Context: an optimization exercise on an open-source flow, tuned for small area, a short achievable clock period and few clock cycles. The choices shown serve that exercise and are no tape-out recipe. At most, simulation tests tie the RTL to the original design; equivalence was not proved. Power figures rest on the tool's default switching activity, not on a simulated workload.

main:
==> flow/design.v (excerpt) <==
module EditDistance(
output wire [31:0] addr_rom_0,
input  wire [1:0]  data_o_0,
output wire [31:0] addr_rom_1,
input  wire [1:0]  data_o_1,
input  wire clk,
input  wire rst,
output reg         result_en,
output wire [31:0] result_addr,
output wire [31:0] result
);
localparam P    = 16;         
localparam N    = 1640;       
localparam W    = N - P + 1;  
localparam NB   = 2;          
localparam CW   = P / NB;     
reg        ph;
reg [10:0] cnt;
reg        done;
reg [10:0] raddr;
localparam [10:0] FIRST = 11'd19 + NB;
localparam [10:0] LAST  = W - 1;
always @(posedge clk) begin
    if (rst) begin
        ph    <= 1'b0;
        cnt   <= 11'd0;
        done  <= 1'b0;
        result_en <= 1'b0;
        raddr <= 11'd0;
    end else begin
        if (!ph && cnt[3:0] == 4'd15) begin
            ph  <= 1'b1;
            cnt <= 11'd0;
        end else begin
            cnt <= cnt + 11'd1;
        end
        if (ph && (cnt & FIRST) == FIRST && !done)
            result_en <= 1'b1;
        if (result_en) begin
            raddr <= raddr + 11'd1;
            if ((raddr & LAST) == LAST) begin
                result_en <= 1'b0;
                done <= 1'b1;
            end
        end
    end
end
wire ld = !ph || cnt[10:1] == 10'd0;
assign addr_rom_0  = {21'd0, cnt};
assign addr_rom_1  = {28'd0, cnt[3:0]};
assign result_addr = {21'd0, raddr};
reg [1:0] pat [0:P-1];
always @(posedge clk) begin : pat_shift
    integer j;
    if (ld) begin
        pat[P-1] <= data_o_1;
        for (j = 0; j < P-1; j = j + 1) pat[j] <= pat[j+1];
    end
end
wire [1:0] tsel [0:NB-1];
assign tsel[0] = data_o_0;
genvar g;
for (g = 1; g < NB; g = g + 1) begin : tdel
    reg [1:0] q;
    if (g == 1) begin : d1
        always @(posedge clk) q <= data_o_0;
    end else begin : dn
        always @(posedge clk) q <= tdel[g-1].q;
    end
    assign tsel[g] = q;
end
reg [P-1:0] m;
wire [P-1:0] mn = ~m;
always @(posedge clk) begin : match
    integer j;
    for (j = 0; j < P; j = j + 1) m[j] <= (tsel[j / CW] == pat[j]);
end
wire [P-1:0] vr [0:P];
genvar r, k, c;
for (k = 0; k < P; k = k + 1) begin : top
    assign vr[0][k] = (k % 2 == 1);           
end
for (r = 1; r <= P; r = r + 1) begin : row
    reg [P-1:0] vq;
  ...
Size: roughly 1,200 cells after synthesis.
make LEC_CHECK=0 CAP_MARGIN=20 CORE_MARGIN=2 CORE_UTILIZATION=70 CTS_BUF_LIST=sky130_fd_sc_hd__clkbuf_16 CTS_CLUSTER_DIAMETER=100 CTS_CLUSTER_SIZE=30 PLACE_DENSITY=0.8 SETUP_SLACK_MARGIN=2.9 SLEW_MARGIN=20 SYNTH_HIERARCHICAL=1 finish   # period 5.0 ns
run.sh (not shown) runs the stock make flow with config.mk's settings and CLKGATE_MAP_FILE= SYNTH_SCRIPT=/design/flow/synth_recipe.tcl, a recipe that flattens the netlist after the stock synthesis.
Having completed the whole flow, main delivered a layout that passed the timing, DRC and antenna checks.
Modified inputs, the feature branch compared to main
- an added ABC_AREA of 1
[summary]
- Run comparison: main launch point of the critical path row[16].vq[2]; the feature branch launch point of the critical path cnt[1]
- Status: final critical-path share of the clock period parity (the feature branch, main)
- Sort the feature branch and main by portion of total power attributed to combinational logic, descending, and main comes first.
- Diff main..the feature branch | total grt overflow | unchanged
- Against main, non-clock buffer count in the feature branch fell by a few percent.
- Comparing the feature branch and main, the higher length of routed wiring on met1 was measured on main.
- Utilization of the core after routing (the feature branch over main): decrease, 0.45 points
- The post-route total power of the feature branch is lower than that of main.
- In the feature branch, final design area excluding fillers is lower than in main.
- Synthesized cell count came out higher on the feature branch than on main.
- Type of the worst setup path: register to register -> main, register to output pin -> the feature branch
- Taking main as the reference, in the feature branch global-route wire length before repair ~0 delta; via count of the first global-routing pass went up by 5.8%.
No functional check of the RTL was part of any run of this note.

========
run 1:
EditDistance, a different RTL version from the one above (not shown whole).
Size: ~1300 cells after synthesis, ~140 I/O pins.
clock: 5.0 ns
lec_check: 0
abc_area: 1
cap_margin: 20
core_margin: 2
core_utilization: 70
place_density: 0.8
setup_slack_margin: 3.2
slew_margin: 20
synth_hierarchical: 1
tns_end_percent: 5
standard.sh (not shown) runs the stock make flow with config.mk's settings and CLKGATE_MAP_FILE= SYNTH_SCRIPT=/design/flow/synth_recipe.tcl, a recipe that flattens the netlist after the stock synthesis.
==> flow/flow/run.sh <==
#!/bin/bash
set -euo pipefail
bash standard.sh \
  "CTS_ARGS=-sink_clustering_enable -repair_clock_nets -sink_clustering_size 30 -sink_clustering_max_diameter 100 -buf_list sky130_fd_sc_hd__clkbuf_16 -dont_use_dummy_load" \
  SKIP_REPAIR_TIE_FANOUT=1 \
  finish > flow.log 2>&1
Testbench counts of run 1, summed over its fixed seeds: cycles 53,248.
For run 2, these inputs were changed with respect to run 1:
# run 1
export LEC_CHECK = 0
export ABC_AREA = 1
export CAP_MARGIN = 20
export CORE_MARGIN = 2
export CORE_UTILIZATION = 70
export PLACE_DENSITY = 0.8
export SETUP_SLACK_MARGIN = 3.2
export SLEW_MARGIN = 20
export SYNTH_HIERARCHICAL = 1
export TNS_END_PERCENT = 5
create_clock -name core_clock -period 5.0 [get_ports {clk}]
# run 2
export LEC_CHECK = 0
export ABC_AREA = 1
export CAP_MARGIN = 20
export CORE_MARGIN = 2
export CORE_UTILIZATION = 70
export CTS_BUF_LIST = sky130_fd_sc_hd__clkbuf_16
export CTS_CLUSTER_DIAMETER = 100
export CTS_CLUSTER_SIZE = 30
export PLACE_DENSITY = 0.8
export SETUP_SLACK_MARGIN = 3.0
export SLEW_MARGIN = 20
export SYNTH_HIERARCHICAL = 1
create_clock -name core_clock -period 5.0 [get_ports {clk}]
==> flow/run.sh (new file) <==
#!/bin/bash
# synth_recipe.tcl (not shown) runs the flow's synth.tcl, then flattens the netlist and writes it again
# the make line also repeats each setting of config.mk as NAME=value (left out here)
make -C /OpenROAD-flow-scripts/flow DESIGN_CONFIG=/design/flow/config.mk WORK_HOME=/design/flow/orfs CLKGATE_MAP_FILE= SYNTH_SCRIPT=/design/flow/synth_recipe.tcl finish
removed: flow/flow/run.sh
removed: flow/standard.sh
--- outcome ---
- For non-clock buffer count, dividing the value from run 2 by the value from run 1 gives 1.06.
- | sequential fraction of total cell area | lower: run 2 |
- Of run 2 and run 1, it is run 2 that has the higher all-layer global routing usage.
- met2 wire length ends up lower on run 1.
What run 3 does differently from run 2 at the input level:
# run 2
export LEC_CHECK = 0
export ABC_AREA = 1
export CAP_MARGIN = 20
export CORE_MARGIN = 2
export CORE_UTILIZATION = 70
export CTS_BUF_LIST = sky130_fd_sc_hd__clkbuf_16
export CTS_CLUSTER_DIAMETER = 100
export CTS_CLUSTER_SIZE = 30
export PLACE_DENSITY = 0.8
export SETUP_SLACK_MARGIN = 3.0
export SLEW_MARGIN = 20
export SYNTH_HIERARCHICAL = 1
create_clock -name core_clock -period 5.0 [get_ports {clk}]
# run 3
export LEC_CHECK = 0
export ABC_AREA = 1
export CAP_MARGIN = 20
export CORE_MARGIN = 2
export CORE_UTILIZATION = 70
export PLACE_DENSITY = 0.8
export SETUP_SLACK_MARGIN = 3.0
export SLEW_MARGIN = 20
export SYNTH_HIERARCHICAL = 1
create_clock -name core_clock -period 5.0 [get_ports {clk}]
==> flow/flow/run.sh (new file) <==
#!/bin/bash
set -euo pipefail
bash standard.sh \
  "CTS_ARGS=-sink_clustering_enable -repair_clock_nets -sink_clustering_size 30 -sink_clustering_max_diameter 100 -buf_list sky130_fd_sc_hd__clkbuf_16 -dont_use_dummy_load" \
  SKIP_REPAIR_TIE_FANOUT=1 \
  finish > flow.log 2>&1
==> flow/standard.sh (new file) <==
#!/bin/bash
# synth_recipe.tcl (not shown) runs the flow's synth.tcl, then flattens the netlist and writes it again
# the make line also repeats each setting of config.mk as NAME=value (left out here)
make -C /OpenROAD-flow-scripts/flow DESIGN_CONFIG=/design/flow/config.mk WORK_HOME=/design/flow/orfs CLKGATE_MAP_FILE= SYNTH_SCRIPT=/design/flow/synth_recipe.tcl "${@:-finish}"
removed: flow/run.sh
### Flow results
Worst hold slack in run 3 is 0.0033 ns higher than in run 2
Run 3 vs run 2 on worst path setup slack after routing: run 3 is the higher one.
Comparing run 3 against run 2, there is no change at all in hold violation total from the final report.
The run showing the smaller clock transition at the register clock pins on the worst setup and hold paths after CTS is run 3.
The slew at the pin closest to its max-slew limit of run 3 is higher than that of run 2.
Taking run 2 as the reference, in run 3 share of the clock period used by the worst path after layout dropped 0.60 points; overall power consumption dropped 0.20 mW.
The following lists how run 4 was set up differently from run 3:
# run 3
export LEC_CHECK = 0
export ABC_AREA = 1
export CAP_MARGIN = 20
export CORE_MARGIN = 2
export CORE_UTILIZATION = 70
export PLACE_DENSITY = 0.8
export SETUP_SLACK_MARGIN = 3.0
export SLEW_MARGIN = 20
export SYNTH_HIERARCHICAL = 1
create_clock -name core_clock -period 5.0 [get_ports {clk}]
# run 4
export LEC_CHECK = 0
export ABC_AREA = 1
export CAP_MARGIN = 20
export CORE_MARGIN = 2
export CORE_UTILIZATION = 70
export CTS_BUF_LIST = sky130_fd_sc_hd__clkbuf_16
export CTS_CLUSTER_DIAMETER = 100
export CTS_CLUSTER_SIZE = 30
export PLACE_DENSITY = 0.8
export SETUP_SLACK_MARGIN = 2.75
export SLEW_MARGIN = 20
export SYNTH_HIERARCHICAL = 1
create_clock -name core_clock -period 5.0 [get_ports {clk}]
==> flow/run.sh (new file) <==
#!/bin/bash
# synth_recipe.tcl (not shown) runs the flow's synth.tcl, then flattens the netlist and writes it again
# the make line also repeats each setting of config.mk as NAME=value (left out here)
make -C /OpenROAD-flow-scripts/flow DESIGN_CONFIG=/design/flow/config.mk WORK_HOME=/design/flow/orfs CLKGATE_MAP_FILE= SYNTH_SCRIPT=/design/flow/synth_recipe.tcl finish
removed: flow/flow/run.sh
removed: flow/standard.sh
==> run notes <==
Comparing run 3 and run 4, the higher clock share of power is on run 4. Post-layout instance area, run 4 vs run 3: down slightly. The global-route usage over all layers number comes out lower for run 4 vs run 3. Against run 3, clock period minus final worst setup slack in run 4 came out worse. Power: run 4 draws less than run 3. Of the two values seen for critical path launch point, raddr[7] was produced by run 4 and cnt[2] by run 3. Compared with run 3, run 4 degrades post-layout worst setup margin. Run 4 — post-placement cell area about 3% higher, run 3 as reference. Changes observed in run 4 relative to run 3: number of cell instances on the worst register-to-register path now smaller, part of the total power dissipated in sequential elements now larger, switching share of power now smaller.
diff inputs: run 4 => run 5
# run 4
export LEC_CHECK = 0
export ABC_AREA = 1
export CAP_MARGIN = 20
export CORE_MARGIN = 2
export CORE_UTILIZATION = 70
export CTS_BUF_LIST = sky130_fd_sc_hd__clkbuf_16
export CTS_CLUSTER_DIAMETER = 100
export CTS_CLUSTER_SIZE = 30
export PLACE_DENSITY = 0.8
export SETUP_SLACK_MARGIN = 2.75
export SLEW_MARGIN = 20
export SYNTH_HIERARCHICAL = 1
create_clock -name core_clock -period 5.0 [get_ports {clk}]
# run 5
export LEC_CHECK = 0
export ABC_AREA = 1
export CAP_MARGIN = 20
export CORE_MARGIN = 2
export CORE_UTILIZATION = 70
export PLACE_DENSITY = 0.8
export SETUP_SLACK_MARGIN = 3.12
export SLEW_MARGIN = 20
export SYNTH_HIERARCHICAL = 1
create_clock -name core_clock -period 5.0 [get_ports {clk}]
==> flow/flow/run.sh (new file) <==
#!/bin/bash
set -euo pipefail
bash standard.sh \
  "CTS_ARGS=-sink_clustering_enable -repair_clock_nets -sink_clustering_size 30 -sink_clustering_max_diameter 100 -buf_list sky130_fd_sc_hd__clkbuf_16 -dont_use_dummy_load" \
  SKIP_REPAIR_TIE_FANOUT=1 \
  finish > flow.log 2>&1
==> flow/standard.sh (new file) <==
#!/bin/bash
# synth_recipe.tcl (not shown) runs the flow's synth.tcl, then flattens the netlist and writes it again
# the make line also repeats each setting of config.mk as NAME=value (left out here)
make -C /OpenROAD-flow-scripts/flow DESIGN_CONFIG=/design/flow/config.mk WORK_HOME=/design/flow/orfs CLKGATE_MAP_FILE= SYNTH_SCRIPT=/design/flow/synth_recipe.tcl "${@:-finish}"
removed: flow/run.sh
Results
Re count of clock-buffer cells in the layout: run 4 was higher than run 5. Total of fill cells in the finished design (higher): run 4. On cell area, run 4 beats run 5. Wire length in run 5 vs run 4: up 6.2%. Comparing run 5 and run 4, period utilization is lower on run 5. When run 5 is measured against run 4, its combinational power share turns out 2.0 points higher. Start point of the critical path = cnt[2]: run 5; start point of the critical path = raddr[7]: run 4. Going from run 4 to run 5, count of TritonRoute iterations in the first routing pass fell 1, proportion of power drawn by the clock network fell 1.6 points.

==> static timing again, ports no longer ideal <==
Ports are ideal in the flow. The routed layouts listed here were re-timed in OpenROAD. Step 1 sets driving cells, clkbuf_16 on the clock port and buf_2 on the other inputs (assumed; they add their load-dependent delay and slew). Step 2 moves the port delays by t, midway between the first and last clock arrival at a register: inputs arrive t later, outputs are due t later. That takes back most of the time a late clock gives input paths. Slacks: ideal / step 1 / step 2; pairs: ideal / step 1.
run | t, ns | slack for setup (ns) | hold WS [ns] | latest minus earliest clock arrival (ns) | worst slew at a driven data input, ns
main | 0.535 | 2.918 / 2.893 / 2.745 | 0.337 / 0.337 / 0.337 | 0.036 / 0.036 | 0.04
the feature branch | 0.533 | 2.914 / 2.870 / 2.484 | 0.327 / 0.327 / 0.327 | 0.034 / 0.034 | 0.04
run 1 | 0.513 | 3.022 / 2.976 / 2.748 | 0.337 / 0.337 / 0.337 | 0.056 / 0.056 | 0.03
run 2 | 0.537 | 2.963 / 2.920 / 2.613 | 0.338 / 0.338 / 0.338 | 0.038 / 0.038 | 0.03
run 3 | 0.512 | 2.993 / 2.949 / 2.775 | 0.341 / 0.341 / 0.341 | 0.065 / 0.065 | 0.04
run 4 | 0.530 | 2.794 / 2.751 / 2.492 | 0.338 / 0.338 / 0.338 | 0.030 / 0.030 | 0.03
run 5 | 0.516 | 3.014 / 2.968 / 2.726 | 0.337 / 0.337 / 0.337 | 0.057 / 0.057 | 0.03
After both steps every run listed still meets setup and hold. For the feature branch, which loses most, drivers alone change the setup slack by -0.044 ns; drivers and shift together by -0.430 ns.
